From an optimization exercise on the open Yosys and OpenROAD flow, aimed at small area; shortcuts taken in it are not production practice.
In this exercise RTL edits were held to simulation tests only and were not proved equivalent to the original.
The clock cells of runs 4 and 5 come from the design's own scripts or RTL, not from TritonCTS.
The flow treats the clock pin as an ideal source. Dropping or thinning the clock tree relies on that and would not hold on a real chip.
Power and IR drop assume default switching activity.

$ cat flow/flow/clkfix.tcl
# Size each clock-tree buffer that drives flip-flops to the smallest clkbuf
# whose estimated output slew is under the target, then re-legalize.
set lib $::env(FLOW_HOME)/platforms/sky130hd/lib/sky130_fd_sc_hd__tt_025C_1v80.lib
set R $::env(RES)
read_liberty $lib
read_db $R/4_cts.odb
read_sdc $R/4_cts.sdc
source $::env(FLOW_HOME)/platforms/sky130hd/setRC.tcl
set_propagated_clock [all_clocks]
estimate_parasitics -placement
set target $::env(CLK_SLEW_TARGET)
proc outslew {inst} {
  set out [get_pins -of_objects $inst -filter "direction == output"]
  return [get_property $out slew_max_rise]
}
foreach inst [get_cells -filter "ref_name =~ sky130_fd_sc_hd__clkbuf_*"] {
  set out [get_pins -of_objects $inst -filter "direction == output"]
  set loads [get_pins -of_objects [get_nets -of_objects $out] -filter "direction == input"]
  set ff 0
  foreach l $loads { if {[get_property $l is_clock]} { incr ff } }
  if {$ff == 0} { continue }
  set name [get_full_name $inst]
  set orig [get_property $inst ref_name]
  set s0 [outslew $inst]
  foreach size {1 2 4 8 16} {
    replace_cell $inst sky130_fd_sc_hd__clkbuf_$size
    estimate_parasitics -placement
    set s [outslew $inst]
    if {$s <= $target} { break }
  }
  puts "clkfix: $name $orig -> sky130_fd_sc_hd__clkbuf_$size fanout $ff slew [format %.1f [expr $s * 1e3]] ps (was [format %.1f [expr $s0 * 1e3]])"
}
# second pass: the later changes move the earlier estimates a little
foreach inst [get_cells -filter "ref_name =~ sky130_fd_sc_hd__clkbuf_*"] {
  set out [get_pins -of_objects $inst -filter "direction == output"]
  set ff 0
  foreach l [get_pins -of_objects [get_nets -of_objects $out] -filter "direction == input"] {
    if {[get_property $l is_clock]} { incr ff }
  }
  if {$ff == 0} { continue }
  regexp {clkbuf_([0-9]+)$} [get_property $inst ref_name] -> size
  while {[outslew $inst] > $target && $size < 16} {
    set size [expr {$size * 2}]
    replace_cell $inst sky130_fd_sc_hd__clkbuf_$size
    estimate_parasitics -placement
    puts "clkfix: second pass [get_full_name $inst] -> sky130_fd_sc_hd__clkbuf_$size"
  }
}
detailed_placement
check_placement -verbose
estimate_parasitics -placement
write_db $R/4_cts.odb
$ cat flow/constraint.sdc
create_clock -name core_clock -period 10.0 [get_ports {cpuClock}]
set_input_delay 2.0000 -clock core_clock [delete_from_list [all_inputs] [get_ports {cpuClock}]]
set_output_delay 2.0000 -clock core_clock [all_outputs]
set_load 0.01 [all_outputs]
$ cat flow/flow/run.sh
#!/bin/bash
# The standard ORFS layout (standard.sh), with these changes:
#  - ABC maps the logic with an area-oriented script (flow/area.abc); the rest of
#    the standard synthesis, and so every register, is unchanged;
#  - the port buffers are the smallest buffer cell (buf_1);
#  - one tie cell drives all constant outputs (SKIP_REPAIR_TIE_FANOUT);
#  - the clock tree uses clkbuf_8 at the root and clkbuf_4 at the leaves, with
#    no dummy loads; after CTS, flow/clkfix.tcl sizes each leaf buffer to the
#    smallest clkbuf whose estimated slew at the flip-flops is under 100 ps.
set -euo pipefail
W=$PWD
{
  echo "proc abc {args} {"
  echo "  foreach opt {-script -constr -D} {"
  echo "    set i [lsearch -exact \$args \$opt]"
  echo "    if {\$i >= 0} { set args [lreplace \$args \$i [expr {\$i + 1}]] }"
  echo "  }"
  echo "  yosys abc -script $W/flow/area.abc {*}\$args"
  echo "}"
  cat "$W/synth_recipe.tcl"
} > "$W/flow_synth.tcl"
BUF="-buffer_cell sky130_fd_sc_hd__buf_1"
CTS="-sink_clustering_enable -repair_clock_nets -dont_use_dummy_load -buf_list sky130_fd_sc_hd__clkbuf_4 -root_buf sky130_fd_sc_hd__clkbuf_8"
export BUFFER_PORTS_ARGS="$BUF" CTS_ARGS="$CTS"
ARGS=("SKIP_REPAIR_TIE_FANOUT=1" "SYNTH_SCRIPT=$W/flow_synth.tcl" "BUFFER_PORTS_ARGS=$BUF" "CTS_ARGS=$CTS")
bash standard.sh "${ARGS[@]}" cts > "$W/flow_to_cts.log" 2>&1
RES="$W/orfs/results/$FLOW_PLATFORM/spiCommMaster/base" CLK_SLEW_TARGET=0.100 \
  openroad -no_init -exit "$W/flow/clkfix.tcl" > "$W/clkfix.log" 2>&1
bash standard.sh "${ARGS[@]}" finish > "$W/flow.log" 2>&1
$ cat flow/config.mk
export PLATFORM = sky130hd
export DESIGN_NAME = spiCommMaster
export DESIGN_NICKNAME = spiCommMaster
export VERILOG_FILES = /design/flow/design.v
export SDC_FILE = /design/flow/constraint.sdc
export NUM_CORES = 4
export LEC_CHECK = 0
export ABC_AREA = 1
export CAP_MARGIN = 10
export CORE_MARGIN = 2
export CORE_UTILIZATION = 70
export SLEW_MARGIN = 10
$ cat flow/design.v
`timescale 1ns / 1ps
module spiCommMaster(
    input cpuClock,
    input enable,
    input reset,
    input spiClockEn,
    input spiClockBS,
    output errorInterrupt,
    output [3:0] errorType,
    output [3:0] errorState,
    input cmdTransmitBit,
    input [5:0] cmdIndex,
    input [31:0] cmdArgument,
    input [1:0] readMode,
    output [39:0] readResponse,
    input commStart,
    output commFinish,
    input SD_MISO,
    input SD_CD,
    input SD_WP,
    output SD_SCLK,
    output SD_MOSI,
    output SD_CS
);
localparam ST_IDLE  = 3'b000;
localparam ST_GEN   = 3'b001;   
localparam ST_SEND  = 3'b010;   
localparam ST_READ  = 3'b101;   
localparam ST_INPUT = 3'b011;   
localparam ST_COOL  = 3'b110;   
localparam ST_FIN   = 3'b100;
localparam ST_ERR   = 3'b111;
reg [2:0] st;
wire isErr  = (st == ST_ERR);
wire isRead = (st == ST_READ);
wire rdAct  = (st == ST_INPUT) | isErr;      
wire wcAct  = (st == ST_SEND) | (st == ST_COOL);
assign errorInterrupt = isErr;
assign errorType  = {2'b00, isErr, 1'b0};
assign errorState = {isErr, 3'b000};
assign commFinish = (st == ST_FIN);
reg [8:0] div;
wire divWrap = (div[7:0] == 8'h80);
wire spiRise = ~div[8] & divWrap;
wire spiFall =  div[8] & divWrap;
reg [3:0] bsCnt;
reg       bsStop;
reg [1:0] bsBuf;
wire byteSync = spiClockBS ? ~bsCnt[3] : 1'b1;
wire spiGate  = spiClockEn & enable & byteSync;
wire gFall    = spiFall & spiGate;
wire gRise    = spiRise & spiGate;
assign SD_SCLK = spiClockEn ? (byteSync & div[8]) : 1'b1;
reg [1:0] toHi;
wire [8:0] to = {toHi, crc};
wire [8:0] toInit = {1'b0, readMode[1], 2'b00, readMode[1] | ~readMode[0],
                     readMode[1] | readMode[0], 2'b00, 1'b1};
wire toI = (to == 9'h193);
reg [6:0]  crc;
reg [5:0]  idx;
wire wcOv = (idx == 6'd15);
wire run  = idx[5] | idx[4];    
reg        sDone;       
reg [1:0]  rDone;       
reg [38:0] sh;          
reg [38:0] resp;
reg        cs;
wire afterRise = (div == 9'h100);
assign readResponse = {1'b0, resp};
assign SD_CS = cs;
wire [1:0] sel = {readMode[1] | readMode[0], readMode[1] | ~readMode[0]};
wire rFin = (rDone == sel);
wire [5:0] rLoad = readMode[1] ? 6'd25 : readMode[0] ? 6'd49 : 6'd57;
wire [47:0] cmd = {1'b0, cmdTransmitBit, cmdIndex, cmdArgument, 8'b0};
wire [63:0] cmdU;       
genvar gi;
generate
    for (gi = 0; gi < 64; gi = gi + 1) begin : g_cmd
        if (gi >= 16 && gi <= 55) assign cmdU[gi] = cmd[63 - gi];
        else                      assign cmdU[gi] = 1'b0;
    end
endgenerate
wire crcPh = &idx[5:3];                       
wire sBit  = crcPh ? crc[6] : cmdU[idx];
wire sRun  = isRead & run & ~(&idx);
assign SD_MOSI = sRun ? sBit : 1'b1;
wire crcIn  = (idx == 6'd55) ? 1'b0 : sBit;   
wire crcInv = crcIn ^ crc[6];
always @(posedge cpuClock) begin
    if (reset) div <= 0;
    else       div <= {div[8] ^ divWrap, div[6:0],
                       div[7] ^ div[5] ^ div[4] ^ div[3] ^ (div[6:0] == 7'd0)};
end
always @(posedge cpuClock) begin
    if (reset) begin
        bsStop <= 1'b1;
        bsBuf  <= 2'b00;
        bsCnt  <= 4'd0;
    end else begin
        if (spiFall) begin
            if ({bsBuf, spiClockBS} == 3'b001)      bsStop <= 1'b0;
            else if ({bsBuf, spiClockBS} == 3'b010) bsStop <= 1'b1;
            bsBuf <= {bsBuf[0], spiClockBS};
        end
        if (spiRise) begin
            if (bsStop | bsCnt[3]) bsCnt <= 4'd0;
            else                   bsCnt <= bsCnt + 1'b1;
        end
    end
end
wire sAct  = gFall & isRead & ~sDone;            
wire sLoad = sAct & ~run;                        
wire sStep = gFall & sRun;                       
wire rAct  = gRise & rdAct & ~rFin;              
always @(posedge cpuClock) begin
    if (reset)                          idx <= 6'd0;
    else if (sLoad)                     idx <= 6'd16;
    else if (rAct & ~run & ~SD_MISO)    idx <= rLoad;
    else if (spiRise & ~wcAct & ~run)   idx <= 6'd0;
    else idx <= idx + (((sAct | rAct) & run) | (spiRise & wcAct));
end
always @(posedge cpuClock) begin
    if (isRead & sDone)       {toHi, crc} <= toInit;
    else if (rdAct) begin
        if (spiRise)          {toHi, crc} <= {to[7:0], to[8] ^ to[4]};
    end else if (sLoad)       crc <= 7'd0;
    else if (sStep)           crc <= {crc[5:3], crc[2] ^ crcInv, crc[1:0], crcInv};
end
always @(posedge cpuClock) begin
    if (~rdAct | (rAct & (run | ~SD_MISO)))
        sh <= {sh[37:0], rdAct & SD_MISO};
end
always @(posedge cpuClock) begin
    if (reset) begin
        sDone <= 1'b0;
        rDone <= 2'd0;
    end else begin
        if (gFall) begin
            if (isRead) begin
                if (&idx) sDone <= 1'b1;
            end else begin
                sDone <= 1'b0;
            end
        end
        if (gRise) begin
            if (rdAct & ~rFin) begin
                if (~run)       rDone <= 2'd0;
                else if (&idx)  rDone <= sel;
            end else if (~rdAct) begin
                rDone <= 2'd0;
            end
        end
    end
end
always @(posedge cpuClock) begin
    if (reset) begin
        st   <= ST_IDLE;
        cs   <= 1'b1;
        resp <= 39'd0;
    end else begin
        case (st)
            ST_IDLE:  if (commStart) st <= ST_GEN;
            ST_GEN:   if (~wcOv) st <= ST_SEND;
            ST_SEND:  if (wcOv) begin
                          cs <= 1'b0;
                          st <= ST_READ;
                      end else cs <= ~idx[3];
            ST_READ:  if (sDone) st <= ST_INPUT;
            ST_INPUT: if (toI) st <= ST_ERR;
                      else if (rFin) begin
                          if (afterRise) resp <= sh;
                          st <= ST_COOL;
                      end
            ST_COOL:  if (wcOv) begin
                          cs <= 1'b1;
                          st <= ST_FIN;
                      end else cs <= idx[3];
            ST_FIN:   if (~commStart) st <= ST_IDLE;
            default:  ;
        endcase
    end
end
endmodule
$ cat flow/flow/area.abc
strash
ifraig
scorr
dc2
balance
rewrite
refactor
balance
rewrite
rewrite -z
balance
refactor -z
rewrite -z
balance
dch -f
amap -F 3 -A 8
strash
dch -f
amap -F 3 -A 8
$ cat flow/standard.sh
#!/bin/bash
# synth_recipe.tcl (not shown) runs the flow's synth.tcl, then flattens the netlist and writes it again
# the make line also repeats each setting of config.mk as NAME=value (left out here)
make -C /OpenROAD-flow-scripts/flow DESIGN_CONFIG=/design/flow/config.mk WORK_HOME=/design/flow/orfs CLKGATE_MAP_FILE= SYNTH_SCRIPT=/design/flow/synth_recipe.tcl "${@:-finish}"
==> summary.txt, run 1 <==
* Number of post-CTS setup repair buffers at 0
* Yosys warnings at 1
* Initial Util at 71.3%
* Clock share of power at 23.5%
* Worst Hold Class: reg2reg
* Critical Path End Type: primary output
* DRT iter0 DRCs at 315
* Flops & latches, synth at 116
* Fill cells at 430
* Post-Synth XOR/XNOR Area at 0.196%
* Cts bufs inserted at 17
* Top Ports at 103
* Final WS setup at 4.51 ns
* Pwr Density at 194 nW/µm²
* Clock latency on the worst-skew pair at 0.40 ns
* DR WL/cell at 15.7 µm
* Sw Ratio at 25.4%
* Worst r2r dst: crc[4]$_DFFE_PP_
* Compound-Gate Fraction of Synth Area at 19.6%
* Final WL at 9600 µm
* Most used DFF post-synth: dfxtp_1
* Clk_skew at 0.0354 ns
* DRC at 0
* Final net count at 593
* Maximum vdd ir drop at 0.142 mV
* Simple-Gate Fraction of Synth Area at 12.3%
* R2r worst-path depth at 11
* Post-synth ARST share at 0%
* P_sw at 0.000247 W
* Root buf cell: clkbuf_8
* Ant. Diodes at 0
* Area share of fa/ha/maj cells after synthesis at 1.40%
* Global-route wire length before repair at 15800 µm
* Commonest non-fill, non-tap cells in the layout: 92 x buf_1, 80 x nor2_1, 74 x dfxtp_1
* Final core area utilization at 80.1%
* Final period utilization at 54.9%
* Final Hold Fails at 0
* Register area at 2740 µm²
* Port Buffer Count at 93
* Flop2flop setup slack at 6.20 ns
* Max-slew violation total from the final report at 0
* Max Freq at 0.182 GHz
* Die X-Extent at 83.9 µm
* Power, Total at 0.000973 W
* Clock Path Buffers at 2
* Setup TNS at 0 ns
* Cells after synthesis at 432
* Mux contribution to synthesized area at 0%
* Crit path launch type: primary input
* Synthesized area per cell at 10.4 µm²
* Crit path buf inv count at 2
* Slew Limit Headroom at 24.3%
* Core Region at 6280 µm²
* Max-cap violations at 0
* 1st-pass router iterations at 5
* CTS H-Tree Depth at 4
* Slew @ Worst Pin at 1.12 ns
* Part of the power in registers at 67.8%
* Routed Antenna Nets at 0
* Synthesized area at 4470 µm²
* DP Wirelength at 6510 µm
* Commonest non-fill, non-tap cell in the layout: buf_1
* R2r startpoint: div[5]$_SDFF_PP0_
* Post-synth EDFFs at 42
* Overflow after GRT at 0
* TritonCTS clock tree: built
* Multi-input logic area at 1510 µm²
* Largest net degree at the start of global routing at 65
* Worst Path Class, Setup: in2out
* Endpoints failing setup at 0
* Hold_ws at 0.408 ns
* Crit path depth at 9
* Leak pwr at 1.73 nW
* Post_cts resized at 0
* Clock sinks at 116
* Critical Path Sink: SD_MOSI
* Min Tclk post-route at 5.49 ns
* Die Outline Area at 7050 µm²
* Global-route usage over all layers at 28.0%
* CP peak stage delay at 0.35 ns
* Cell mode on critical path: buf_1
* Vias in the first global route at 3461
* CP top delay family: compound AO/OA/AOI/OAI gates
* Die height at 83.9 µm
* Sequential share of the synthesized area at 61.3%
* Layout cell share with drive strength beyond 1 at 4.29%
* Pre-CTS setup slack at 4.51 ns
* CTS clk-pin slew, worst paths at 0.09 ns
* CP Cell Sequence: buf_1, a222oi_1, a32oi_1, nor2_1, nor4_1, a41oi_1, o21ai_0, or3_1, buf_1
* Hold wc startpoint: div[1]$_SDFF_PP0_
* Area Overhead vs Synth at 12.4%
* Unrepaired setup endpoints after global routing: false
* Initial antenna violation count at 0
* Largest family of logic cells by synthesized area: compound AO/OA/AOI/OAI gates
* Synth cell types at 36
* DR vias/cell at 6.13
* Comb power frac at 8.7%
* Row count at 29
* CP max-delay cell: a222oi_1
* Placer's final routability congestion estimate at 0.894
* Status: no timing/DRC/antenna violations
* Via count at 3756
* Internal power at 0.000726 W
* Nets in the synthesized netlist at 487
* Worst Path Arrival at 3.49 ns
* Worst-path maximum fanout at 2
* Hold_buf cts at 0
* CP Launch Point: cmdArgument[18]
* Req. time, crit path at 8.00 ns
[worst register-to-register path, delay by kind of cell (launching register included)]
kind / cells / cell delay, ns
AND/OR/NAND/NOR: 5 / 1.25
AO/OA/AOI/OAI: 1 / 0.93
buffers and inverters: 4 / 0.74
flip-flops: 1 / 0.33
adder cells (fa/ha/maj): 1 / 0.25
[synthesized netlist by cell type (5+ instances only)]
library cell | instances | area (µm²)
nor2_1 | 80 | 300
a22oi_1 | 12 | 90.1
a21oi_1 | 10 | 50.1
ha_1 | 5 | 62.6
nor3_1 | 14 | 70.1
o21ai_0 | 20 | 100
nand2_1 | 10 | 37.5
o22ai_1 | 52 | 325
nor4_1 | 5 | 31.3
o221ai_1 | 6 | 52.6
edfxtp_1 | 42 | 1260
dfxtp_1 | 74 | 1480
clkinv_1 | 43 | 161
buf_4 | 9 | 67.6
[power by group through the flow]
stage	clock [W]	sequential [W]	combinational [W]
6_report	0.000229	0.000660	0.0000849
5_1_grt	0.000248	0.000668	0.0000923
4_1_cts	0.000226	0.000658	0.0000836
3_5_place_dp	0	0.000666	0.0000837
3_3_place_gp	0	0.000664	0.0000808
2_1_floorplan	0	0.000651	0.0000567
[cell type report]
| cell class | count | share of cell area, % |
|---|---|---|
| repair buffers | 96 | 7.42 |
| flip-flops and latches | 116 | 54.6 |
| inverters | 43 | 3.21 |
| multi-input cells | 264 | 30.1 |
| clock buffers | 17 | 2.81 |
| well taps | 77 | 1.92 |
[registers in the layout, indices dropped and copies added (netlist names)]
register,flops
bsStop,1
crc,7
resp,39
div,9
cs,1
sDone,1
bsCnt,4
bsBuf,2
toHi,2
sh,39
rDone,2
st,3
idx,6
[cells by family (layout without fill, tap and decap cells)]
family                     count (synthesis)  in the layout
other                                      1              1
AOI/OAI and AO/OA                        130            130
adders and majority gates                  5              5
and+or+nand+nor                          127            127
DFF                                      116            116
buffers and inverters                     52            156
xor gates and xnor gates                   1              1
[how the worst min path moves through the flow]
stage	cells after the start	endpoint
floorplan	2	div[1]$_SDFF_PP0_
finish	2	div[2]$_SDFF_PP0_
CTS	2	div[2]$_SDFF_PP0_
global placement	2	div[2]$_SDFF_PP0_
global route	2	div[2]$_SDFF_PP0_
detailed placement	2	div[2]$_SDFF_PP0_
[metal layers]
| layer | global-route usage, % | wire, µm | up-vias | part of all wire, % |
|---|---|---|---|---|
| met3 | 7.22 | 682 | 22 | 7.1 |
| met4 | 9.09 | 182 | 0 | 1.9 |
| met5 | 0 | 0 | - | 0 |
| met2 | 45.5 | 4700 | 185 | 49 |
| met1 | 37.1 | 4030 | 1714 | 42 |
| li1 | - | - | 1835 | - |
[through the flow]
step | cell area [µm²] | cells
floorplan | 4470 | 432
global placement | 4890 | 596
detailed placement | 4890 | 596
CTS | 5020 | 613
global route | 5030 | 613
finish | 5030 | 613
==> run 2, diff against run 1 <==
==> flow/flow/area.abc (replaced) <==
strash
ifraig
scorr
dc2
balance
rewrite
refactor
balance
rewrite
rewrite -z
balance
refactor -z
rewrite -z
balance
dch -f
amap -F 3 -A 8 -E 0.01
strash
dch -f
amap -F 3 -A 8 -E 0.01
==> run 2 against run 1 <==
Effect of this change: core utilization about the same; largest cell class unchanged; final area down 0.55%; global-route usage down 0.39 points; critical path type unchanged; still clean.
==> summary.txt, run 2 <==
* Crit path launch type: primary input
* Clock sinks at 116
* Largest net degree at the start of global routing at 65
* Worst Path Arrival at 3.55 ns
* DRT iter0 DRCs at 403
* 1st-pass router iterations at 5
* DR WL/cell at 15.5 µm
* CP Cell Sequence: buf_1, a222oi_1, a22oi_1, o22ai_1, nor2_1, a31oi_1, o221ai_1, or3_1, buf_1
* Largest family of logic cells by synthesized area: compound AO/OA/AOI/OAI gates
* Maximum vdd ir drop at 0.142 mV
* Compound-Gate Fraction of Synth Area at 19.5%
* CP max-delay cell: a222oi_1
* Vias in the first global route at 3276
* Slew Limit Headroom at 24.4%
* Dpl cell area at 4860 µm²
* Unrepaired setup endpoints after global routing: false
* Req. time, crit path at 8.00 ns
* Min Tclk post-route at 5.55 ns
* CP Launch Point: cmdArgument[27]
* Core Region at 6240 µm²
* Critical Path End Type: primary output
* Max-cap violations at 0
* Die X-Extent at 83.7 µm
* TritonCTS clock tree: built
* Worst-path maximum fanout at 2
* Pre-CTS setup slack at 4.49 ns
* Worst Path Class, Setup: in2out
* Slew @ Worst Pin at 1.12 ns
* Final WL at 9340 µm
* Hold_buf cts at 0
* Leak pwr at 1.74 nW
* Top Ports at 103
* Ant. Diodes at 0
* Status: no timing/DRC/antenna violations
* Top Registers: resp (39), sh (39), div (9)
* DRC at 0
* Post-Synth XOR/XNOR Area at 0.197%
* Post-synth ARST share at 0%
* Clk_skew at 0.0420 ns
* Setup TNS at 0 ns
* Area share of fa/ha/maj cells after synthesis at 1.41%
* Root buf cell: clkbuf_8
* Hold wc startpoint: div[1]$_SDFF_PP0_
* Sequential share of the synthesized area at 61.6%
* Global-route usage over all layers at 27.6%
* Most used DFF post-synth: dfxtp_1
* Post-synth top area share at 33.3%
* Final net count at 584
* R2r startpoint: div[5]$_SDFF_PP0_
* Synthesized area per cell at 10.5 µm²
* Final Hold Fails at 0
* Commonest non-fill, non-tap cells in the layout: 92 x buf_1, 80 x nor2_1, 74 x dfxtp_1
* Row count at 29
* Top cell type by total area after synthesis: dfxtp_1
* Commonest non-fill, non-tap cell in the layout: buf_1
* Overflow after GRT at 0
* Worst Hold Class: reg2reg
* Number of post-CTS setup repair buffers at 0
* Port Buffer Count at 93
* CTS H-Tree Depth at 4
* Die height at 83.7 µm
* Synth cell types at 38
* Endpoints failing setup at 0
* Final Instance Area at 5000 µm²
* Max Freq at 0.180 GHz
* Flops & latches, synth at 116
* CTS clk-pin slew, worst paths at 0.06 ns
* Cells after synthesis at 423
* DR vias/cell at 6.13
* Cell mode on critical path: buf_1
* Final Non-Filler Cells at 604
* Pwr Density at 192 nW/µm²
* Via count at 3702
* Cell with the most instances after synthesis: nor2_1
* DP Wirelength at 6330 µm
* Final period utilization at 55.5%
* Routed Antenna Nets at 0
* Area Overhead vs Synth at 12.3%
* Layout cell share with drive strength beyond 1 at 4.36%
* Ranking of synthesized cells by area: dfxtp_1 33%, edfxtp_1 28%, o22ai_1 7.2%
* Final WS setup at 4.45 ns
* CP peak stage delay at 0.33 ns
* Mux contribution to synthesized area at 0%
* Initial Util at 71.3%
* Die Outline Area at 7010 µm²
* Nets in the synthesized netlist at 478
* Global-route wire length before repair at 15400 µm
* Simple-Gate Fraction of Synth Area at 12.1%
* Placer's final routability congestion estimate at 0.865
* Yosys warnings at 1
* Synth cell count leaders: 80 x nor2_1, 74 x dfxtp_1, 51 x o22ai_1
* Max-slew violation total from the final report at 0
* Post_cts resized at 0
* Clock Path Buffers at 2
* Cts bufs inserted at 17
* Cells after DPL at 587
* Initial antenna violation count at 0
* Post-synth EDFFs at 42
* Synthesized area at 4450 µm²
* Clock latency on the worst-skew pair at 0.39 ns
==> run 2: cell types whose count changed in the layout (fill, tap and decap cells not counted), moves of 3 or more <==
cell | previous run | this run
nor3_1 | 14 | 8
a222oi_1 | 3 | 6
o21ai_0 | 20 | 11
a31oi_1 | 3 | 6
a22oi_1 | 11 | 8
==> run 2: per-stage QoR <==
| step | util, % | power [W] | hold WS (ns) |
|---|---|---|---|
| 3_3_place_gp | 77.9 | 0.000744 | 0.409 |
| 3_5_place_dp | 77.9 | 0.000749 | 0.419 |
| 2_1_floorplan | - | 0.000707 | 0.401 |
| 4_1_cts | 80.1 | 0.000965 | 0.425 |
| 6_report | 80.1 | 0.000960 | 0.429 |
| 5_1_grt | 80.1 | 0.00100 | 0.443 |
==> run 2: path summary, 6_finish.rpt <==
path	endpoint	slack, ns	cells past startpoint
worst max-delay path	SD_MOSI	4.45	9
worst min-delay path	div[2]$_SDFF_PP0_	0.43	2
worst min register to register	div[2]$_SDFF_PP0_	0.43	2
worst max register to register	crc[4]$_DFFE_PP_	6.28	12
==> run 2: critical path, delay by kind of cell <==
kind                   cells  cell delay, ns
AOI/OAI and AO/OA          5            0.95
buffers and inverters      2            0.21
and+or+nand+nor            2            0.39
==> run 2: power by group <==
group / total [W] / leakage [nW] / internal (W) / switching (W)
Sequential: 0.000658 / 1.05 / 0.000608 / 0.0000503
Clock: 0.000219 / 0.0842 / 0.0000838 / 0.000135
Combinational: 0.0000832 / 0.605 / 0.0000300 / 0.0000532
==> run 2: kinds of logic after synthesis <==
logic type               Yosys count
AND/OR/NAND/NOR                  124
adder cells (fa/ha/maj)            5
AO/OA/AOI/OAI                    125
XOR/XNOR                           1
other                              1
flip-flops                       116
buffers and inverters             51
==> run 2: area by class of cell <==
type / instances / area, µm²
repair buffers: 96 / 373
multi-input cells: 256 / 1490
flip-flops and latches: 116 / 2740
fillers: 446 / 1240
clock buffers: 17 / 136
inverters: 42 / 158
well taps: 77 / 96.3
==> run 2: metal layers <==
layer	track usage, %	share of wire [%]	vias to the layer above
met1	38.3	43	1742
met5	0	0	-
li1	-	-	1803
met4	7.33	0.99	0
met2	43.2	49	145
met3	8.21	6.8	12
==> run 3, diff against run 2 <==
--- a/flow/config.mk
+++ b/flow/config.mk
@@ -6,7 +6,7 @@
 export NUM_CORES = 4
 export LEC_CHECK = 0
 export ABC_AREA = 1
-export CAP_MARGIN = 10
+export CAP_MARGIN = 0
 export CORE_MARGIN = 2
 export CORE_UTILIZATION = 70
-export SLEW_MARGIN = 10
+export SLEW_MARGIN = 0
==> run 3 against run 2 <==
Effect of this change: final area stayed put; clock power hardly changed; global-route usage stayed put; area after synthesis stayed put; cell count stayed put; sequential power hardly changed; still clean on timing, DRC and antenna; sequential share of layout area stayed put.
==> summary.txt, run 3 <==
* Post-synth top area share at 33.3%
* Post-synth EDFFs at 42
* Worst Path Arrival at 3.55 ns
* Top Ports at 103
* CP max-delay cell: a222oi_1
* Clock latency on the worst-skew pair at 0.39 ns
* TritonCTS clock tree: built
* Slew Limit Headroom at 24.4%
* Post-synth ARST share at 0%
* Req. time, crit path at 8.00 ns
* Ant. Diodes at 0
* Worst-path maximum fanout at 2
* Pwr Density at 192 nW/µm²
* Final net count at 584
* CTS clk-pin slew, worst paths at 0.06 ns
* Critical Path End Type: primary output
* Global-route wire length before repair at 15400 µm
* Clk_skew at 0.0420 ns
* Clock Path Buffers at 2
* DR vias/cell at 6.13
* GR Util met3 at 8.21%
* Synthesized area per cell at 10.5 µm²
* Hold_buf cts at 0
* Pre-CTS setup slack at 4.49 ns
* Worst r2r dst: crc[4]$_DFFE_PP_
* Max-cap violations at 0
* Synth cell types at 38
* Row count at 29
* CP peak stage delay at 0.33 ns
* Flops & latches, synth at 116
* Flop2flop setup slack at 6.28 ns
* Placer's final routability congestion estimate at 0.865
* Unrepaired setup endpoints after global routing: false
* Die height at 83.7 µm
* Die X-Extent at 83.7 µm
* Final WL at 9340 µm
* Status: no timing/DRC/antenna violations
* M1 GR Usage at 38.3%
* Cells after synthesis at 423
* Crit path launch type: primary input
* Global-route usage over all layers at 27.6%
* Final Hold Fails at 0
* Comb power frac at 8.7%
* Final period utilization at 55.5%
* Die Outline Area at 7010 µm²
* Clock sinks at 116
* DRC at 0
* GRT busiest layer: met2
* CP Cell Sequence: buf_1, a222oi_1, a22oi_1, o22ai_1, nor2_1, a31oi_1, o221ai_1, or3_1, buf_1
* Part of the power in registers at 68.6%
* Worst Path Class, Setup: in2out
* Hold Crit Depth at 2
* Slew @ Worst Pin at 1.12 ns
* Top cell type by total area after synthesis: dfxtp_1
* Overflow after GRT at 0
* Final WS setup at 4.45 ns
* Setup TNS at 0 ns
* Post_cts resized at 0
* DP Wirelength at 6330 µm
* Internal power at 0.000722 W
* Initial Util at 71.3%
* Synthesized area at 4450 µm²
* Leak pwr at 1.74 nW
* Min Tclk post-route at 5.55 ns
* Hold wc startpoint: div[1]$_SDFF_PP0_
* R2r startpoint: div[5]$_SDFF_PP0_
* Commonest non-fill, non-tap cell in the layout: buf_1
* Largest net degree at the start of global routing at 65
* Core Region at 6240 µm²
* Cell mode on critical path: buf_1
* Sequential share of the synthesized area at 61.6%
* Hold Crit Endpoint: div[2]$_SDFF_PP0_
* Max Freq at 0.180 GHz
* Yosys warnings at 1
* Via count at 3702
* DRT iter0 DRCs at 403
* Top Registers: resp (39), sh (39), div (9)
* Initial antenna violation count at 0
* Sw Ratio at 24.8%
* Clock share of power at 22.8%
* Vias in the first global route at 3276
* Max-slew violation total from the final report at 0
* Root buf cell: clkbuf_8
* DR WL/cell at 15.5 µm
* Worst Hold Class: reg2reg
* Layout cell share with drive strength beyond 1 at 4.36%
* Most used DFF post-synth: dfxtp_1
* Cell with the most instances after synthesis: nor2_1
* Area Overhead vs Synth at 12.3%
* R2r worst-path depth at 12
* CTS H-Tree Depth at 4
* Routed Antenna Nets at 0
* Port Buffer Count at 93
* Fill cells at 446
* Number of post-CTS setup repair buffers at 0
* Synth cell count leaders: 80 x nor2_1, 74 x dfxtp_1, 51 x o22ai_1
* 1st-pass router iterations at 5
* Maximum vdd ir drop at 0.142 mV
* Nets in the synthesized netlist at 478
* Endpoints failing setup at 0
* GR met2 Demand/Resource at 43.2%
* Cts bufs inserted at 17
* Ranking of synthesized cells by area: dfxtp_1 33%, edfxtp_1 28%, o22ai_1 7.2%
* P_sw at 0.000238 W
* Commonest non-fill, non-tap cells in the layout: 92 x buf_1, 80 x nor2_1, 74 x dfxtp_1
[run 3: cell counts after synthesis]
No cell type changed its count.
[run 3: worst max path at each step]
stage	end	startpoint	depth (start not counted)
after CTS	SD_MOSI	cmdArgument[24]	9
after detailed placement	SD_MOSI	cmdArgument[24]	9
final	SD_MOSI	cmdArgument[27]	9
after floorplan	resp[0]$_SDFFE_PP0P_	readMode[1]	9
after global routing	SD_MOSI	cmdArgument[24]	9
after global placement	SD_MOSI	cmdArgument[27]	9
[run 3: power by group through the flow]
stage          registers, W  clock network (W)  logic (W)
3_5_place_dp       0.000667                  0  0.0000820
3_3_place_gp       0.000664                  0  0.0000800
2_1_floorplan      0.000651                  0  0.0000563
6_report           0.000658           0.000219  0.0000832
4_1_cts            0.000659           0.000224  0.0000821
5_1_grt            0.000668           0.000242  0.0000898
[run 3: metal layers]
metal  up-vias  part of all wire [%]
met5         -                     0
met1      1742                    43
met2       145                    49
met4         0                  0.99
li1       1803                     -
met3        12                   6.8
[run 3: cell families after synthesis]
family / count (synthesis) / synth area share (%)
xor+xnor: 1 / 0.197
compound gates: 125 / 19.5
other cells: 1 / 0.0843
fa+ha+maj: 5 / 1.41
buf+inv: 51 / 5.06
flops: 116 / 61.6
simple gates: 124 / 12.1
[run 3: worst max-delay path, delay by kind of cell]
family / cells / cell delay (ns)
simple gates: 2 / 0.39
compound gates: 5 / 0.95
buf+inv: 2 / 0.21
[run 3: layout make-up]
cell class	count	area, µm²	share of cell area (%)
flip-flops and latches	116	2740	54.9
multi-input cells	256	1490	29.9
repair buffers	96	373	7.46
inverters	42	158	3.15
clock buffers	17	136	2.73
well taps	77	96.3	1.93
[run 3: metrics by stage]
step                hold slack, ns  instance area (µm²)  utilization [%]  total power (W)  cells
detailed placement           0.419                 4860             77.9         0.000749    587
global route                 0.443                 5000             80.1          0.00100    604
floorplan                    0.401                 4450                -         0.000707    423
CTS                          0.425                 5000             80.1         0.000965    604
global placement             0.409                 4860             77.9         0.000744    587
finish                       0.429                 5000             80.1         0.000960    604
==> run 4, diff against run 3 <==
--- a/flow/flow/run.sh
+++ b/flow/flow/run.sh
@@ -4,9 +4,11 @@
 #    the standard synthesis, and so every register, is unchanged;
 #  - the port buffers are the smallest buffer cell (buf_1);
 #  - one tie cell drives all constant outputs (SKIP_REPAIR_TIE_FANOUT);
-#  - the clock tree uses clkbuf_8 at the root and clkbuf_4 at the leaves, with
-#    no dummy loads; after CTS, flow/clkfix.tcl sizes each leaf buffer to the
-#    smallest clkbuf whose estimated slew at the flip-flops is under 100 ps.
+#  - after the standard CTS step, flow/mytree.tcl replaces its clock tree by
+#    four clkbuf_16 fed straight from the clock port, each driving one quarter
+#    of the flip-flops (balanced bisection of their placement), and
+#    flow/clkfix.tcl then sizes each of them to the smallest clkbuf whose
+#    estimated slew at the flip-flops is under 100 ps (else the largest).
 set -euo pipefail
 W=$PWD
 {
@@ -25,5 +27,6 @@
 ARGS=("SKIP_REPAIR_TIE_FANOUT=1" "SYNTH_SCRIPT=$W/flow_synth.tcl" "BUFFER_PORTS_ARGS=$BUF" "CTS_ARGS=$CTS")
 bash standard.sh "${ARGS[@]}" cts > "$W/flow_to_cts.log" 2>&1
 RES="$W/orfs/results/$FLOW_PLATFORM/spiCommMaster/base" CLK_SLEW_TARGET=0.100 \
+  MT_K=4 MT_LEAF=sky130_fd_sc_hd__clkbuf_16 \
   openroad -no_init -exit "$W/flow/clkfix.tcl" > "$W/clkfix.log" 2>&1
 bash standard.sh "${ARGS[@]}" finish > "$W/flow.log" 2>&1
--- a/flow/flow/clkfix.tcl
+++ b/flow/flow/clkfix.tcl
@@ -1,11 +1,15 @@
-# Size each clock-tree buffer that drives flip-flops to the smallest clkbuf
-# whose estimated output slew is under the target, then re-legalize.
+# With MT_K set, first replace the clock tree by MT_K buffers (flow/mytree.tcl).
+# Then size each clock-tree buffer that drives flip-flops to the smallest
+# clkbuf whose estimated output slew is under the target, and re-legalize.
 set lib $::env(FLOW_HOME)/platforms/sky130hd/lib/sky130_fd_sc_hd__tt_025C_1v80.lib
 set R $::env(RES)
 read_liberty $lib
 read_db $R/4_cts.odb
 read_sdc $R/4_cts.sdc
 source $::env(FLOW_HOME)/platforms/sky130hd/setRC.tcl
+if {[info exists ::env(MT_K)]} {
+  source [file join [file dirname [info script]] mytree.tcl]
+}
 set_propagated_clock [all_clocks]
 estimate_parasitics -placement
 set target $::env(CLK_SLEW_TARGET)
==> flow/flow/mytree.tcl (new file) <==
set K $::env(MT_K)
set bufcell $::env(MT_LEAF)
set port_net [get_nets cpuClock]
# all flip-flop clock pins
set sinks {}
foreach p [get_pins -hierarchical */CLK] { lappend sinks $p }
puts "mytree: [llength $sinks] clock sinks"
# old tree: every clock buffer between the port and the sinks
set old {}
foreach inst [get_cells -filter "ref_name =~ sky130_fd_sc_hd__clkbuf_*"] {
  set a [get_pins -of_objects $inst -filter "direction == input"]
  set n [get_nets -of_objects $a]
  if {[string match "*cpuClock*" [get_full_name $n]]} { lappend old $inst }
}
puts "mytree: removing [llength $old] buffers"
foreach p $sinks {
  set n [get_nets -of_objects $p]
  disconnect_pin $n $p
}
set oldnets {}
foreach inst $old {
  lappend oldnets [get_full_name [get_nets -of_objects [get_pins -of_objects $inst -filter "direction == output"]]]
}
foreach inst $old { delete_instance $inst }
foreach nn $oldnets { delete_net [get_nets $nn] }
# sink locations
set xs {}; set ys {}
foreach p $sinks {
  set inst [sta::sta_to_db_inst [get_cells -of_objects $p]]
  set bb [$inst getBBox]
  lappend xs [expr {([$bb xMin] + [$bb xMax]) / 2.0}]
  lappend ys [expr {([$bb yMin] + [$bb yMax]) / 2.0}]
}
set n [llength $sinks]
# balanced recursive bisection into K clusters, cutting the longer side
proc mt_split {idxs k} {
  upvar xs xs ys ys
  if {$k == 1} { return [list $idxs] }
  set k1 [expr {$k / 2}]
  set vx {}; set vy {}
  foreach i $idxs { lappend vx [lindex $xs $i]; lappend vy [lindex $ys $i] }
  set sx [expr {[tcl::mathfunc::max {*}$vx] - [tcl::mathfunc::min {*}$vx]}]
  set sy [expr {[tcl::mathfunc::max {*}$vy] - [tcl::mathfunc::min {*}$vy]}]
  set v [expr {$sx >= $sy ? $vx : $vy}]
  set ord [lsort -real -indices $v]
  set cut [expr {int(round([llength $idxs] * double($k1) / $k))}]
  set a {}; set b {}
  set j 0
  foreach o $ord {
    if {$j < $cut} { lappend a [lindex $idxs $o] } else { lappend b [lindex $idxs $o] }
    incr j
  }
  return [concat [mt_split $a $k1] [mt_split $b [expr {$k - $k1}]]]
}
set all {}
for {set i 0} {$i < $n} {incr i} { lappend all $i }
set groups [mt_split $all $K]
set asg [lrepeat $n 0]
set k 0
foreach grp $groups { foreach i $grp { lset asg $i $k }; incr k }
set cx {}; set cy {}
for {set k 0} {$k < $K} {incr k} {
  set sx 0; set sy 0; set c 0
  for {set i 0} {$i < $n} {incr i} {
    if {[lindex $asg $i] == $k} { set sx [expr {$sx + [lindex $xs $i]}]; set sy [expr {$sy + [lindex $ys $i]}]; incr c }
  }
  lappend cx [expr {$sx / $c}]; lappend cy [expr {$sy / $c}]
}
set feed $port_net
if {$K > 4} {
  make_instance clkbuf_my_root $::env(MT_ROOT)
  set feed [make_net clknet_my_root]
  connect_pin $port_net [get_pins clkbuf_my_root/A]
  connect_pin $feed [get_pins clkbuf_my_root/X]
  [sta::sta_to_db_net $feed] setSigType CLOCK
  set sx 0; set sy 0
  foreach x $cx y $cy { set sx [expr {$sx + $x}]; set sy [expr {$sy + $y}] }
  set rinst [sta::sta_to_db_inst [get_cells clkbuf_my_root]]
  $rinst setLocation [expr {int($sx / $K)}] [expr {int($sy / $K)}]
  $rinst setPlacementStatus PLACED
}
for {set k 0} {$k < $K} {incr k} {
  set bname "clkbuf_my_$k"
  make_instance $bname $bufcell
  set net "clknet_my_$k"
  set netobj [make_net $net]
  connect_pin $feed [get_pins $bname/A]
  connect_pin $netobj [get_pins $bname/X]
  set c 0
  for {set i 0} {$i < $n} {incr i} {
    if {[lindex $asg $i] == $k} { connect_pin $netobj [lindex $sinks $i]; incr c }
  }
  set inst [sta::sta_to_db_inst [get_cells $bname]]
  $inst setLocation [expr {int([lindex $cx $k])}] [expr {int([lindex $cy $k])}]
  $inst setPlacementStatus PLACED
  [sta::sta_to_db_net $netobj] setSigType CLOCK
  puts "mytree: $bname drives $c sinks"
}
detailed_placement
set_propagated_clock [all_clocks]
estimate_parasitics -placement
foreach inst [get_cells clkbuf_my_*] {
  set out [get_pins -of_objects $inst -filter "direction == output"]
  puts "mytree: [get_full_name $inst] slew [format %.1f [expr [get_property $out slew_max_rise] * 1e3]] ps"
}
--- a/flow/config.mk
+++ b/flow/config.mk
@@ -6,7 +6,7 @@
 export NUM_CORES = 4
 export LEC_CHECK = 0
 export ABC_AREA = 1
-export CAP_MARGIN = 0
+export CAP_MARGIN = 10
 export CORE_MARGIN = 2
 export CORE_UTILIZATION = 70
-export SLEW_MARGIN = 0
+export SLEW_MARGIN = 10
==> run 4 against run 3 <==
Effect of this change: wire length shrank 0.73%; first-iteration DRC count is 15% lower; register-to-register slack gained 0.02 ns; die area did not move; flip-flop and latch count did not move; critical path depth unchanged; still clean; highest routed layer unchanged; area after synthesis did not move.
==> summary.txt, run 4 <==
* Status: no timing/DRC/antenna violations
* Dpl cell area at 4860 µm²
* Overflow after GRT at 0
* Maximum vdd ir drop at 0.192 mV
* Min Tclk post-route at 5.56 ns
* Global-route wire length before repair at 15200 µm
* Port Buffer Count at 93
* Post-synth EDFFs at 42
* Max-cap violations at 0
* Worst Hold Class: reg2reg
* Yosys warnings at 1
* Post_cts resized at 0
* Vias in the first global route at 3252
* Synthesized area at 4450 µm²
* Placer's final routability congestion estimate at 0.865
* R2r worst-path depth at 12
* Unrepaired setup endpoints after global routing: false
* Area Overhead vs Synth at 11.5%
* Via count at 3673
* Clk_skew at 0.0101 ns
* DR vias/cell at 6.21
* Layout cell share with drive strength beyond 1 at 1.95%
* Global-route usage over all layers at 26.5%
* Req. time, crit path at 8.00 ns
* Number of post-CTS setup repair buffers at 0
* Hold_buf cts at 0
* Post-synth ARST share at 0%
* Largest net degree at the start of global routing at 65
* Final Instance Area at 4960 µm²
* Pwr Density at 186 nW/µm²
* Most used DFF post-synth: dfxtp_1
* Initial Util at 71.3%
* Flops & latches, synth at 116
* Die X-Extent at 83.7 µm
* Flop2flop setup slack at 6.30 ns
* Top cell type by total area after synthesis: dfxtp_1
* DR WL/cell at 15.7 µm
* Cells after synthesis at 423
* GR Util met3 at 3.36%
* GRT busiest layer: met2
* Ranking of synthesized cells by area: dfxtp_1 33%, edfxtp_1 28%, o22ai_1 7.2%
* Initial antenna violation count at 0
* Commonest non-fill, non-tap cells in the layout: 92 x buf_1, 80 x nor2_1, 74 x dfxtp_1
* Sequential share of the synthesized area at 61.6%
* 1st-pass router iterations at 5
* Synthesized area per cell at 10.5 µm²
* Slew Limit Headroom at 26.0%
* Max-slew violation total from the final report at 0
* Final net count at 571
* CTS clk-pin slew, worst paths at 0.09 ns
* Final period utilization at 55.6%
* Synth cell types at 38
* Crit path launch type: primary input
* Worst Path Arrival at 3.56 ns
* Commonest non-fill, non-tap cell in the layout: buf_1
* Nets in the synthesized netlist at 478
* GR met2 Demand/Resource at 43.9%
* Worst Path Class, Setup: in2out
* Top Registers: resp (39), sh (39), div (9)
* Top Ports at 103
* Critical Path Sink: SD_MOSI
* Final Hold Fails at 0
* Max Freq at 0.180 GHz
* Cell with the most instances after synthesis: nor2_1
* Slew @ Worst Pin at 1.10 ns
* DP Wirelength at 6330 µm
* M1 GR Usage at 37.5%
* Clock sinks at 116
* Worst r2r dst: crc[4]$_DFFE_PP_
* Setup TNS at 0 ns
* Die height at 83.7 µm
* Core Region at 6240 µm²
* Post-synth top area share at 33.3%
* R2r startpoint: div[5]$_SDFF_PP0_
* Worst-path maximum fanout at 2
* Synth cell count leaders: 80 x nor2_1, 74 x dfxtp_1, 51 x o22ai_1
* Ant. Diodes at 0
* Clock latency on the worst-skew pair at 0.16 ns
* Die Outline Area at 7010 µm²
* Critical Path End Type: primary output
* Final core area utilization at 79.5%
* Routed Antenna Nets at 0
* DRC at 0
* Leak pwr at 1.70 nW
* Fill cells at 443
* Endpoints failing setup at 0
* CP Launch Point: cmdArgument[27]
* Hold_ws at 0.433 ns
* Final WL at 9270 µm
* Row count at 29
* DRT iter0 DRCs at 344
-- run 4: cell families (layout without fill, tap and decap cells) --
group / Yosys count / in the layout / synth area share [%]
other: 1 / 1 / 0.0843
AOI/OAI and AO/OA: 125 / 125 / 19.5
DFF: 116 / 116 / 61.6
xor gates and xnor gates: 1 / 1 / 0.197
and+or+nand+nor: 124 / 124 / 12.1
adders and majority gates: 5 / 5 / 1.41
buffers and inverters: 51 / 142 / 5.06
-- run 4: worst min-delay path by stage --
stage                      start           endpoint  slack, ns  cells past startpoint
4_1_cts          sh[4]$_DFFE_PP_    sh[5]$_DFFE_PP_       0.42                      0
6_report       div[1]$_SDFF_PP0_  div[2]$_SDFF_PP0_       0.43                      2
3_3_place_gp   div[1]$_SDFF_PP0_  div[2]$_SDFF_PP0_       0.41                      2
2_1_floorplan  div[0]$_SDFF_PP0_  div[1]$_SDFF_PP0_       0.40                      2
3_5_place_dp   div[1]$_SDFF_PP0_  div[2]$_SDFF_PP0_       0.42                      2
5_1_grt        div[1]$_SDFF_PP0_  div[2]$_SDFF_PP0_       0.45                      2
-- run 4: layer usage --
metal	vias up	part of all wire (%)	wire length [µm]
li1	1776	-	-
met1	1722	43	3960
met2	163	49	4540
met3	12	6.9	640
met4	0	1.4	127
met5	-	0	0
-- run 4: area by class of cell --
cell class	count	area [µm²]	share of cell area, %
Multi-Input combinational cell	256	1490	30.1
Tap cell	77	96.3	1.94
Sequential cell	116	2740	55.3
Buffer	4	100	2.02
Timing Repair Buffer	96	373	7.51
Inverter	42	158	3.18
-- run 4: critical path: stages --
cell and delay (ns):
buf_1 0.07, a222oi_1 0.33, a22oi_1 0.13, o22ai_1 0.17, nor2_1 0.06, a31oi_1 0.19
o221ai_1 0.15, or3_1 0.33, buf_1 0.14
-- run 4: stage by stage --
| step | worst slack, ns | instances | total power [W] |
|---|---|---|---|
| 5_1_grt | 4.34 | 591 | 0.000955 |
| 3_5_place_dp | 4.49 | 587 | 0.000749 |
| 3_3_place_gp | 4.53 | 587 | 0.000744 |
| 4_1_cts | 4.49 | 604 | 0.000965 |
| 2_1_floorplan | 2.02 | 423 | 0.000707 |
| 6_report | 4.44 | 591 | 0.000923 |
-- run 4: power breakdown --
group	leakage, nW	internal (W)	switching, W
registers	1.05	0.000608	0.0000520
logic	0.605	0.0000300	0.0000528
clock network	0.0493	0.0000739	0.000107
==> run 5, diff against run 4 <==
--- a/flow/design.v
+++ b/flow/design.v
@@ -51,12 +51,12 @@
 wire gFall    = spiFall & spiGate;
 wire gRise    = spiRise & spiGate;
 assign SD_SCLK = spiClockEn ? (byteSync & div[8]) : 1'b1;
+reg [6:0] crc;
 reg [1:0] toHi;
 wire [8:0] to = {toHi, crc};
 wire [8:0] toInit = {1'b0, readMode[1], 2'b00, readMode[1] | ~readMode[0],
                      readMode[1] | readMode[0], 2'b00, 1'b1};
 wire toI = (to == 9'h193);
-reg [6:0]  crc;
 reg [5:0]  idx;
 wire wcOv = (idx == 6'd15);
 wire run  = idx[5] | idx[4];    
==> run 5 against run 4 <==
Effect of this change: maximum frequency up 1.2%; hold slack better by 0.0019 ns; worst setup slack better by 0.068 ns; wire length grew 0.17%; die area rose by 0.11%; still clean; critical endpoint unchanged; global-route usage up 0.24 points; final area up 0.10%; flip-flop and latch count stayed put; clock power hardly changed; combinational power is 12% higher; critical path depth unchanged; sequential power up 0.8%.
==> summary.txt, run 5 <==
* Status: no timing/DRC/antenna violations
* Routed Antenna Nets at 0
* Final core area utilization at 79.6%
* Post-synth ARST share at 0%
* Commonest non-fill, non-tap cells in the layout: 92 x buf_1, 83 x nor2_1, 74 x dfxtp_1
* Leak pwr at 1.71 nW
* Flops & latches, synth at 116
* Overflow after GRT at 0
* Global-route wire length before repair at 15400 µm
* Area Overhead vs Synth at 11.5%
* Yosys warnings at 1
* Hold_buf cts at 0
* Cells after synthesis at 425
* Final Hold Fails at 0
* DP Wirelength at 6280 µm
* Min Tclk post-route at 5.49 ns
* Hold Crit Depth at 2
* Unrepaired setup endpoints after global routing: false
* Pwr Density at 190 nW/µm²
* Endpoints failing setup at 0
* Top Registers: resp (39), sh (39), div (9)
* Die height at 83.8 µm
* Maximum vdd ir drop at 0.275 mV
* Post_cts resized at 0
* Max-cap violations at 0
* Synth cell types at 38
* R2r worst-path depth at 10
* Row count at 29
* Synthesized area per cell at 10.5 µm²
* Core Region at 6240 µm²
* Largest net degree at the start of global routing at 65
* Final period utilization at 54.9%
* Layout cell share with drive strength beyond 1 at 1.94%
* DR vias/cell at 6.11
* Number of post-CTS setup repair buffers at 0
* Final net count at 573
* Initial antenna violation count at 0
* Worst-path maximum fanout at 2
* Vias in the first global route at 3291
* Clock latency on the worst-skew pair at 0.17 ns
* Critical Path End Type: primary output
* Flop2flop setup slack at 6.19 ns
* Worst Path Class, Setup: in2out
* Max Freq at 0.182 GHz
* Initial Util at 71.4%
* DRT iter0 DRCs at 255
* Req. time, crit path at 8.00 ns
* Synthesized area at 4460 µm²
* Via count at 3622
* 1st-pass router iterations at 5
* Cell with the most instances after synthesis: nor2_1
* Hold wc startpoint: div[1]$_SDFF_PP0_
* Slew @ Worst Pin at 1.15 ns
* Hold Crit Endpoint: div[2]$_SDFF_PP0_
* Top Ports at 103
* Post-synth EDFFs at 42
* DRC at 0
* Die X-Extent at 83.8 µm
* Most used DFF post-synth: dfxtp_1
* Final WL at 9290 µm
* Post-synth top area share at 33.2%
* Top cell type by total area after synthesis: dfxtp_1
* Placer's final routability congestion estimate at 0.860
* Worst Path Arrival at 3.49 ns
* Die Outline Area at 7020 µm²
* Max-slew violation total from the final report at 0
* Commonest non-fill, non-tap cell in the layout: buf_1
* Global-route usage over all layers at 26.7%
* CTS clk-pin slew, worst paths at 0.11 ns
* Port Buffer Count at 93
* Nets in the synthesized netlist at 480
* Sequential share of the synthesized area at 61.6%
* Crit path launch type: primary input
* DR WL/cell at 15.7 µm
* CP Launch Point: cmdArgument[27]
* Worst r2r dst: crc[4]$_DFFE_PP_
* Worst Hold Class: reg2reg
* Clk_skew at 0.00999 ns
* Slew Limit Headroom at 22.2%
* Ranking of synthesized cells by area: dfxtp_1 33%, edfxtp_1 28%, o22ai_1 7.2%
* Clock sinks at 116
* R2r startpoint: div[5]$_SDFF_PP0_
* Setup TNS at 0 ns
* Ant. Diodes at 0
* Synth cell count leaders: 83 x nor2_1, 74 x dfxtp_1, 51 x o22ai_1
-- run 5: worst max path at each step --
stage / cells after the start / slack (ns) / endpoint
finish: 9 / 4.51 / SD_MOSI
global route: 9 / 4.34 / SD_MOSI
CTS: 9 / 4.51 / SD_MOSI
detailed placement: 9 / 4.52 / SD_MOSI
global placement: 9 / 4.55 / SD_MOSI
floorplan: 9 / 2.02 / resp[0]$_SDFFE_PP0P_
-- run 5: routing by layer --
metal	global-route usage, %	vias to the layer above	share of wire, %
met3	3.76	19	5.6
met5	0	-	0
met2	43.5	131	49
li1	-	1786	-
met4	7.92	0	1.9
met1	37.8	1686	43
-- run 5: cell type report --
cell class                      count  area (µm²)
Inverter                           42         158
Sequential cell                   116        2740
Buffer                              4         100
Timing Repair Buffer               96         373
Fill cell                         413        1270
Tap cell                           77        96.3
Multi-Input combinational cell    258        1500
-- run 5: where the power goes --
group / leakage, nW / internal (W) / switching, W
clock network: 0.0493 / 0.0000741 / 0.000110
logic: 0.610 / 0.0000318 / 0.0000609
registers: 1.05 / 0.000612 / 0.0000536
-- run 5: kinds of logic (layout without fill, tap and decap cells) --
group / after synthesis / in the layout / share of synthesized area [%]
AOI/OAI and AO/OA: 123 / 123 / 19.3
adders and majority gates: 5 / 5 / 1.40
other: 1 / 1 / 0.0842
DFF: 116 / 116 / 61.6
and+or+nand+nor: 128 / 128 / 12.4
buffers and inverters: 51 / 142 / 5.05
xor gates and xnor gates: 1 / 1 / 0.197
-- run 5: stage by stage --
step                      setup WS (ns)  total power (W)  cells  area, µm²  hold WS, ns
final                              4.51         0.000943    593       4970        0.434
after global routing               4.34         0.000976    593       4970        0.468
after CTS                          4.51         0.000980    606       5000        0.416
after detailed placement           4.52         0.000763    589       4870        0.428
after global placement             4.55         0.000759    589       4870        0.409
after floorplan                    2.02         0.000719    425       4460        0.401
-- run 5: worst max-delay path, cell delays in order --
cell and delay (ns):
buf_1 0.07, a222oi_1 0.29, a22oi_1 0.12, o22ai_1 0.17
nor2_1 0.05, a31oi_1 0.15, o221ai_1 0.14, or3_1 0.36
buf_1 0.14

[re-timing with driven ports]
The flow's constraints put no driver on any port. The routed layouts listed below were extracted and timed again, unchanged, in two steps. Step 1: set_driving_cell puts a clkbuf_16 on cpuClock and a buf_2 on each other input, an assumption about the parent block. Step 2 also shifts input and output timing later by t, the mid clock arrival at the registers, as if the neighbouring blocks saw the same clock. Slacks: no drivers / after step 1 / after step 2; pairs: no drivers / after step 1.
| run | t (ns) | setup slack, ns | hold WS [ns] | worst data-port slew with drivers (ns) | cell pins on the clock port's net |
|---|---|---|---|---|---|
| run 1 | 0.410 | 4.508 / 4.488 / 4.488 | 0.408 / 0.408 / 0.408 | 0.04 | 1 |
| run 2 | 0.402 | 4.453 / 4.431 / 4.431 | 0.429 / 0.429 / 0.429 | 0.04 | 1 |
| run 3 | 0.402 | 4.453 / 4.431 / 4.431 | 0.429 / 0.429 / 0.429 | 0.04 | 1 |
| run 4 | 0.236 | 4.442 / 4.420 / 4.420 | 0.433 / 0.432 / 0.432 | 0.05 | 4 |
| run 5 | 0.242 | 4.510 / 4.489 / 4.489 | 0.434 / 0.434 / 0.434 | 0.05 | 4 |
After both steps setup and hold are still met in every run listed.
